What follows belongs to an exercise in optimizing a design on an open flow for small area and a short achievable clock period; a production flow would make more cautious choices. In this exercise RTL edits were held to simulation tests only and were not proved equivalent to the original. Power is estimated from default activity; no workload was simulated.

==> flow/design.v (excerpt) <==
module cam_core #(
  parameter DATA_WIDTH = 32,
  parameter ADDR_WIDTH = 5
  ) (
  input  logic                  clk,
  input  logic                  reset,
  input  logic                  cam_we,
  input  logic [ADDR_WIDTH-1:0] cam_addr,
  input  logic [DATA_WIDTH-1:0] cam_data,
  input  logic                  cam_valid,
  input  logic [DATA_WIDTH-1:0] lookup_data,
  output logic [ADDR_WIDTH-1:0] lookup_addr,
  output logic                  lookup_hit
);
For scale: ~3,700 cells after synthesis, about 1,100 flip-flops, about 79 I/O pins.
clock: 3.2 ns
lec_check: 0
cap_margin: 20
core_margin: 2
core_utilization: 60
cts_cluster_diameter: 80
cts_cluster_size: 25
place_density: 0.7
setup_slack_margin: 1.4
slew_margin: 20
synth_hierarchical: 1
run.sh (not shown) runs the stock make flow with config.mk's settings and CLKGATE_MAP_FILE= SYNTH_SCRIPT=/design/flow/synth_recipe.tcl, a recipe that flattens the netlist after the stock synthesis.
Then changed:
CORE_UTILIZATION = 70   (was 60)
PLACE_DENSITY = 0.8   (was 0.7)
Effect: Worst hold slack is worse by 210 ps. Non-clock buffer count increases by 40. Register-to-register slack is better by 40 ps. Final cell count decreases by 2.7%. Power decreases by about 0.8%.


cam_core again, from the RTL that the note above started with.
export LEC_CHECK = 0
export CAP_MARGIN = 20
export CORE_MARGIN = 2
export CORE_UTILIZATION = 65
export CTS_CLUSTER_DIAMETER = 80
export CTS_CLUSTER_SIZE = 25
export PLACE_DENSITY = 0.75
export SETUP_SLACK_MARGIN = 1.8
export SLEW_MARGIN = 20
export SYNTH_HIERARCHICAL = 1
create_clock -name core_clock -period 3.2 [get_ports {clk}]
Rerun with:
--- a/flow/config.mk
+++ b/flow/config.mk
@@ -13,4 +13,5 @@
 export PLACE_DENSITY = 0.75
-export SETUP_SLACK_MARGIN = 1.8
+export SETUP_SLACK_MARGIN = 1.5
 export SLEW_MARGIN = 20
 export SYNTH_HIERARCHICAL = 1
+export TNS_END_PERCENT = 5
Result: Routed wire length goes down by 6.2%; non-clock buffer count goes down by 91; sequential share of layout area goes up by 1.8 points; worst hold slack hardly moves; final cell count goes down by 2.1%; via count goes down by 4.4%; synthesized area is unchanged; power goes down by 0.87%; clock-buffer cell count goes down by 3.
Rerun with:
--- a/flow/config.mk
+++ b/flow/config.mk
@@ -13,5 +13,4 @@
 export PLACE_DENSITY = 0.75
-export SETUP_SLACK_MARGIN = 1.5
+export SETUP_SLACK_MARGIN = 1.3
 export SLEW_MARGIN = 20
 export SYNTH_HIERARCHICAL = 1
-export TNS_END_PERCENT = 5
Design area shrinks by 3.2%.
Sequential share of layout area increases by 1.4 points.
Clock skew climbs by 0.0071 ns.
Core utilization came out lower by 2.5 points.
Rerun with:
--- a/flow/config.mk
+++ b/flow/config.mk
@@ -13,3 +13,3 @@
 export PLACE_DENSITY = 0.75
-export SETUP_SLACK_MARGIN = 1.3
+export SETUP_SLACK_MARGIN = 1.6
 export SLEW_MARGIN = 20
Flip-flop and latch count is unchanged. Routed wire length climbs by 13%. Count of clock-buffer cells in the layout fell by 1. Design area rose by about 6%. Die area does not change. Clock power grows by about 4.5%. Clock skew stays flat. Total power grows by 3.7%. Core utilization climbs by 4.5 points. Setup slack gets better by 0.098 ns.
Rerun with:
--- a/flow/config.mk
+++ b/flow/config.mk
@@ -13,3 +13,3 @@
 export PLACE_DENSITY = 0.75
-export SETUP_SLACK_MARGIN = 1.6
+export SETUP_SLACK_MARGIN = 1.4
 export SLEW_MARGIN = 20
Outcome: The new run finished with timing, DRC and antenna clean. Sequential power barely changes. Cell area came out lower by a few percent. Global-route usage came out lower by 3.6 points. First-iteration DRC count came out lower by a little under a tenth. Routed wire length came out lower by a few percent. Area after synthesis does not change.
Rerun with:
--- a/flow/config.mk
+++ b/flow/config.mk
@@ -9,6 +9,6 @@
 export CORE_MARGIN = 2
-export CORE_UTILIZATION = 65
+export CORE_UTILIZATION = 75
 export CTS_CLUSTER_DIAMETER = 80
 export CTS_CLUSTER_SIZE = 25
-export PLACE_DENSITY = 0.75
+export PLACE_DENSITY = 0.85
 export SETUP_SLACK_MARGIN = 1.4
The new run completed without violations.
Worst setup slack is worse by 0.11 ns.
Flip-flop and latch count stays the same.
Total power increases by 0.41%.
Fmax decreases by 5.4%.
Routed wire length decreases by 1.1%.
Critical path depth decreases by 1.


job 101:
Another version of the RTL of cam_core (not shown whole).
Size in the first run: about 3,800 cells after synthesis, about 1,100 flip-flops, about 43,000 µm² of cells after synthesis.
// cam_core
module cam_core #(
  parameter DATA_WIDTH = 32,
  parameter ADDR_WIDTH = 5
  ) (
  input  logic                  clk,
  input  logic                  reset,
  input  logic                  cam_we,
  input  logic [ADDR_WIDTH-1:0] cam_addr,
  input  logic [DATA_WIDTH-1:0] cam_data,
  input  logic                  cam_valid,
  input  logic [DATA_WIDTH-1:0] lookup_data,
  output logic [ADDR_WIDTH-1:0] lookup_addr,
  output logic                  lookup_hit
);
export LEC_CHECK = 0
export CAP_MARGIN = 20
export CORE_MARGIN = 2
export CORE_UTILIZATION = 65
export CTS_CLUSTER_DIAMETER = 80
export CTS_CLUSTER_SIZE = 25
export PLACE_DENSITY = 0.75
export SETUP_SLACK_MARGIN = 1.4
export SLEW_MARGIN = 20
export SYNTH_HIERARCHICAL = 1
create_clock -name core_clock -period 3.2 [get_ports {clk}]
standard.sh (not shown) runs the stock make flow with config.mk's settings and CLKGATE_MAP_FILE= SYNTH_SCRIPT=/design/flow/synth_recipe.tcl, a recipe that flattens the netlist after the stock synthesis.
==> flow/flow/run.sh <==
#!/bin/bash
# Standard layout, but let timing repair resize gates to any footprint
# (the platform default restricts it to same-footprint swaps).
set -o pipefail
bash standard.sh MATCH_CELL_FOOTPRINT=0 finish > standard.log 2>&1
Changes in job 103 relative to job 101:
==> flow/run.sh (new file) <==
#!/bin/bash
# synth_recipe.tcl (not shown) runs the flow's synth.tcl, then flattens the netlist and writes it again
# the make line also repeats each setting of config.mk as NAME=value (left out here)
make -C /OpenROAD-flow-scripts/flow DESIGN_CONFIG=/design/flow/config.mk WORK_HOME=/design/flow/orfs CLKGATE_MAP_FILE= SYNTH_SCRIPT=/design/flow/synth_recipe.tcl finish
removed: flow/flow/run.sh
removed: flow/standard.sh
==> summary.txt <==
- Job 103 completed every stage of the flow, and the final layout passed the timing, design-rule and antenna checks.
- Summary: with job 101 as the reference, routed wire length per instance in job 103 moved up slightly.
- Count of inserted antenna diode cells (higher): job 101
- Comparing job 103 against job 101, there is no change at all in total number of tap cells.
- Final cell count of job 101 is on par with job 103.


The RTL this note starts from:
==> flow/design.v <==
module cam_xnor2 (input logic a, b, output logic y);
  assign y = ~(a ^ b);
endmodule
module cam_nand4 (input logic a, b, c, d, output logic y);
  assign y = ~(a & b & c & d);
endmodule
module cam_nand2 (input logic a, b, output logic y);
  assign y = ~(a & b);
endmodule
module cam_nor3 (input logic a, b, c, output logic y);
  assign y = ~(a | b | c);
endmodule
module cam_nor2 (input logic a, b, output logic y);
  assign y = ~(a | b);
endmodule
module cam_or2 (input logic a, b, output logic y);
  assign y = a | b;
endmodule
module cam_and2 (input logic a, b, output logic y);
  assign y = a & b;
endmodule
module cam_dec2 (input logic [1:0] a, output logic [3:0] y);
  always_comb for (int n=0; n<4; n++) y[n] = (a == n);
endmodule
module cam_dec3 (input logic en, input logic [2:0] a, output logic [7:0] y);
  always_comb for (int n=0; n<8; n++) y[n] = en & (a == n);
endmodule
module cam_hold (input logic q, d, we, we_n, output logic y);
  assign y = (we & d) | (we_n & q);
endmodule
module cam_match (
  input  logic [31:0] entry,
  input  logic        off,
  input  logic [31:0] key,
  output logic        miss
);
  logic [31:0] eq;
  logic [7:0]  ne4;
  logic [3:0]  eq8;
  genvar j;
  generate
    for (j=0; j<32; j++) begin : bit_gen
      cam_xnor2 u_x (.a(entry[j]), .b(key[j]), .y(eq[j]));
    end
    for (j=0; j<8; j++) begin : n4_gen
      cam_nand4 u_n (.a(eq[4*j]), .b(eq[4*j+1]), .c(eq[4*j+2]), .d(eq[4*j+3]), .y(ne4[j]));
    end
    for (j=1; j<4; j++) begin : e8_gen
      cam_nor2 u_e (.a(ne4[2*j]), .b(ne4[2*j+1]), .y(eq8[j]));
    end
  endgenerate
  cam_nor3 u_e0 (.a(ne4[0]), .b(ne4[1]), .c(off), .y(eq8[0]));
  cam_nand4 u_m (.a(eq8[0]), .b(eq8[1]), .c(eq8[2]), .d(eq8[3]), .y(miss));
endmodule
module cam_any16 (
  input  logic [15:0] miss,
  output logic        y
);
  logic [3:0] any4;
  logic [1:0] none8;
  genvar j;
  generate
    for (j=0; j<4; j++) begin : a_gen
      cam_nand4 u_a (.a(miss[4*j]), .b(miss[4*j+1]), .c(miss[4*j+2]), .d(miss[4*j+3]), .y(any4[j]));
    end
    for (j=0; j<2; j++) begin : n_gen
      cam_nor2 u_n (.a(any4[2*j]), .b(any4[2*j+1]), .y(none8[j]));
    end
  endgenerate
  cam_nand2 u_y (.a(none8[0]), .b(none8[1]), .y(y));
endmodule
module cam_any32 (
  input  logic [31:0] miss,
  output logic        y
);
  logic [7:0] any4;
  logic [3:0] none8;
  genvar j;
  generate
    for (j=0; j<8; j++) begin : a_gen
      cam_nand4 u_a (.a(miss[4*j]), .b(miss[4*j+1]), .c(miss[4*j+2]), .d(miss[4*j+3]), .y(any4[j]));
    end
    for (j=0; j<4; j++) begin : n_gen
      cam_nor2 u_n (.a(any4[2*j]), .b(any4[2*j+1]), .y(none8[j]));
    end
  endgenerate
  cam_nand4 u_y (.a(none8[0]), .b(none8[1]), .c(none8[2]), .d(none8[3]), .y(y));
endmodule
module cam_core #(
  parameter DATA_WIDTH = 32,
  parameter ADDR_WIDTH = 5
  ) (
  input  logic                  clk,
  input  logic                  reset,
  input  logic                  cam_we,
  input  logic [ADDR_WIDTH-1:0] cam_addr,
  input  logic [DATA_WIDTH-1:0] cam_data,
  input  logic                  cam_valid,
  input  logic [DATA_WIDTH-1:0] lookup_data,
  output logic [ADDR_WIDTH-1:0] lookup_addr,
  output logic                  lookup_hit
);
  localparam ADDR_DEPTH = 2**ADDR_WIDTH;
  logic [DATA_WIDTH-1:0] lookup_table [ADDR_DEPTH];
  logic [ADDR_DEPTH-1:0] lookup_inval;
  logic [ADDR_DEPTH-1:0] lookup_off;
  logic [ADDR_DEPTH-1:0] lookup_miss;
  logic [ADDR_WIDTH-1:0] lookup_addr_d;
  logic                  lookup_hit_d;
  logic [3:0] dec_lo;
  logic [7:0] dec_hi;
  logic [ADDR_DEPTH-1:0] wsel, wsel_n;
  logic cam_valid_n;
  cam_dec2 u_dec_lo (.a(cam_addr[1:0]), .y(dec_lo));
  cam_dec3 u_dec_hi (.en(cam_we), .a(cam_addr[4:2]), .y(dec_hi));
  assign cam_valid_n = ~cam_valid;
  genvar i, k;
  generate for (i=0; i<ADDR_DEPTH; i++) begin : store_gen
    logic [DATA_WIDTH-1:0] nxt;
    logic inval_nxt;
    cam_and2  u_ws  (.a(dec_lo[i%4]), .b(dec_hi[i/4]), .y(wsel[i]));
    cam_nand2 u_wsn (.a(dec_lo[i%4]), .b(dec_hi[i/4]), .y(wsel_n[i]));
    for (k=0; k<DATA_WIDTH; k++) begin : bit_gen
      cam_hold u_h (.q(lookup_table[i][k]), .d(cam_data[k]), .we(wsel[i]), .we_n(wsel_n[i]), .y(nxt[k]));
    end
    always_ff @(posedge clk) begin
      lookup_table[i] <= nxt;
    end
    logic inval_hold;
    cam_hold u_vh (.q(lookup_inval[i]), .d(cam_valid_n), .we(wsel[i]), .we_n(wsel_n[i]), .y(inval_hold));
    cam_or2 u_vr (.a(inval_hold), .b(reset), .y(inval_nxt));
    always_ff @(posedge clk) begin
      lookup_inval[i] <= inval_nxt;
    end
  end endgenerate
  generate for (i=0; i<ADDR_DEPTH; i++) begin : lookup_gen
    cam_or2 u_off (.a(lookup_inval[i]), .b(reset), .y(lookup_off[i]));
    cam_match u_match (
      .entry(lookup_table[i]), .off(lookup_off[i]), .key(lookup_data),
      .miss(lookup_miss[i])
    );
  end endgenerate
  generate for (k=0; k<ADDR_WIDTH; k++) begin : enc_gen
    logic [15:0] sel;
    for (i=0; i<16; i++) begin : sel_gen
      localparam int IDX = ((i >> k) << (k+1)) | (1 << k) | (i & ((1 << k) - 1));
      assign sel[i] = lookup_miss[IDX];
    end
    cam_any16 u_or (.miss(sel), .y(lookup_addr_d[k]));
  end endgenerate
  cam_any32 u_hit (.miss(lookup_miss), .y(lookup_hit_d));
  always_ff @(posedge clk) begin
    lookup_addr <= lookup_addr_d;
    lookup_hit  <= lookup_hit_d;
  end
endmodule
Settings: LEC_CHECK=0, CAP_MARGIN=5, CORE_MARGIN=2, CORE_UTILIZATION=65, CTS_CLUSTER_DIAMETER=80, CTS_CLUSTER_SIZE=25, PLACE_DENSITY=0.75, SETUP_SLACK_MARGIN=1.4, SLEW_MARGIN=5, SYNTH_HIERARCHICAL=1; clock period 3.2 ns.
run.sh (not shown) runs the stock make flow with config.mk's settings and CLKGATE_MAP_FILE= SYNTH_SCRIPT=/design/flow/synth_recipe.tcl, a recipe that flattens the netlist after the stock synthesis.
Stock flow here: none of the scripts above is used.
Edit:
==> flow/flow/run.sh (new file) <==
#!/bin/bash
# Standard layout, but let timing repair resize gates to any footprint
# (the platform default restricts it to same-footprint swaps).
set -o pipefail
bash standard.sh MATCH_CELL_FOOTPRINT=0 finish > standard.log 2>&1
==> flow/standard.sh (new file) <==
#!/bin/bash
# synth_recipe.tcl (not shown) runs the flow's synth.tcl, then flattens the netlist and writes it again
# the make line also repeats each setting of config.mk as NAME=value (left out here)
make -C /OpenROAD-flow-scripts/flow DESIGN_CONFIG=/design/flow/config.mk WORK_HOME=/design/flow/orfs CLKGATE_MAP_FILE= SYNTH_SCRIPT=/design/flow/synth_recipe.tcl "${@:-finish}"
- CAP_MARGIN: 5 -> 20
- SLEW_MARGIN: 5 -> 20
removed: flow/run.sh
- The new run passed the timing, design-rule and antenna checks
- synthesized cell count stays the same
- utilization drops by 0.56 points
- worst setup slack loses 0.044 ns


run C:
cam_core, a different RTL version from the one above (not shown whole).
Size in the first run: roughly 2,800 cells after synthesis, roughly 79 I/O pins, roughly 45,000 µm² of cells after synthesis.
Settings: LEC_CHECK=0, CAP_MARGIN=20, CORE_MARGIN=2, CORE_UTILIZATION=65, PLACE_DENSITY=0.75, SETUP_SLACK_MARGIN=1.3, SLEW_MARGIN=20; clock period 3.2 ns.
Stock flow here: none of the scripts above is used.
Per the final summary, run C finished and its layout is clean on timing, DRC and antenna.
Changes in run B relative to run C:
- an added CTS_CLUSTER_DIAMETER of 80
- an added CTS_CLUSTER_SIZE of 30
==> summary.txt <==
- The faster design of the two is run B; run C tops out lower.
- Run B ends up with higher filler cell count than run C does.
- Delta(total global-route track usage, run B - run C) < 0
- When the final numbers for run B and run C were put side by side, the worst setup slack turned out to be smaller in run C.
- NOTE total of clock buffers placed in the layout run C->run B decreased by more than half
- Core utilization of the finished layout: run B lower than run C
- In run B the fraction of power consumed by the clock network turned out 13 points lower than in run C.

==> static timing again, ports no longer ideal <==
In the flow no input, the clock included, has a driving cell. The finished layouts below were timed again as built, in two steps.
Step 1 sets driving cells, clkbuf_16 on the clock port and buf_2 on the other inputs (assumed; they add their load-dependent delay and slew).
Step 2 moves the port delays by t, midway between the first and last clock arrival at a register: inputs arrive t later, outputs are due t later. That takes back most of the time a late clock gives input paths.
Slacks: no drivers / after step 1 / after step 2; pairs: no drivers / after step 1.
| run | shift t [ns] | setup slack, ns | latest minus earliest clock arrival (ns) | slew at the worst register clock pin (ns) |
|---|---|---|---|---|
| the first run of note 1 | 0.718 | 1.321 / 1.280 / 0.562 | 0.032 / 0.031 | 0.10 / 0.10 |
| the second run of note 1 | 0.704 | 1.294 / 1.295 / 0.628 | 0.032 / 0.032 | 0.11 / 0.11 |
| the first run of note 2 | 0.716 | 1.398 / 1.329 / 0.664 | 0.034 / 0.035 | 0.11 / 0.11 |
| the second run of note 2 | 0.722 | 1.317 / 1.323 / 0.633 | 0.016 / 0.016 | 0.11 / 0.11 |
| the third run of note 2 | 0.702 | 1.284 / 1.256 / 0.621 | 0.024 / 0.024 | 0.10 / 0.10 |
| the fourth run of note 2 | 0.714 | 1.382 / 1.346 / 0.676 | 0.027 / 0.027 | 0.11 / 0.11 |
| the fifth run of note 2 | 0.704 | 1.336 / 1.334 / 0.669 | 0.019 / 0.019 | 0.10 / 0.10 |
| the sixth run of note 2 | 0.707 | 1.230 / 1.271 / 0.564 | 0.024 / 0.024 | 0.11 / 0.11 |
| job 101 | 0.706 | 1.225 / 1.155 / 0.714 | 0.025 / 0.025 | 0.10 / 0.10 |
| job 103 | 0.710 | 1.244 / 1.171 / 0.720 | 0.026 / 0.027 | 0.10 / 0.10 |
| the first run of note 4 | 0.704 | 1.336 / 1.334 / 0.669 | 0.019 / 0.019 | 0.10 / 0.10 |
| the second run of note 4 | 0.702 | 1.292 / 1.330 / 0.628 | 0.022 / 0.022 | 0.10 / 0.10 |
| run C | 0.725 | 0.824 / 0.824 / 0.220 | 0.022 / 0.022 | 0.07 / 0.07 |
| run B | 0.702 | 0.886 / 0.886 / 0.232 | 0.035 / 0.035 | 0.12 / 0.12 |
After both steps setup and hold are still met in every run listed. For the first run of note 1, which loses most, drivers alone change the setup slack by -0.041 ns; drivers and shift together by -0.759 ns.
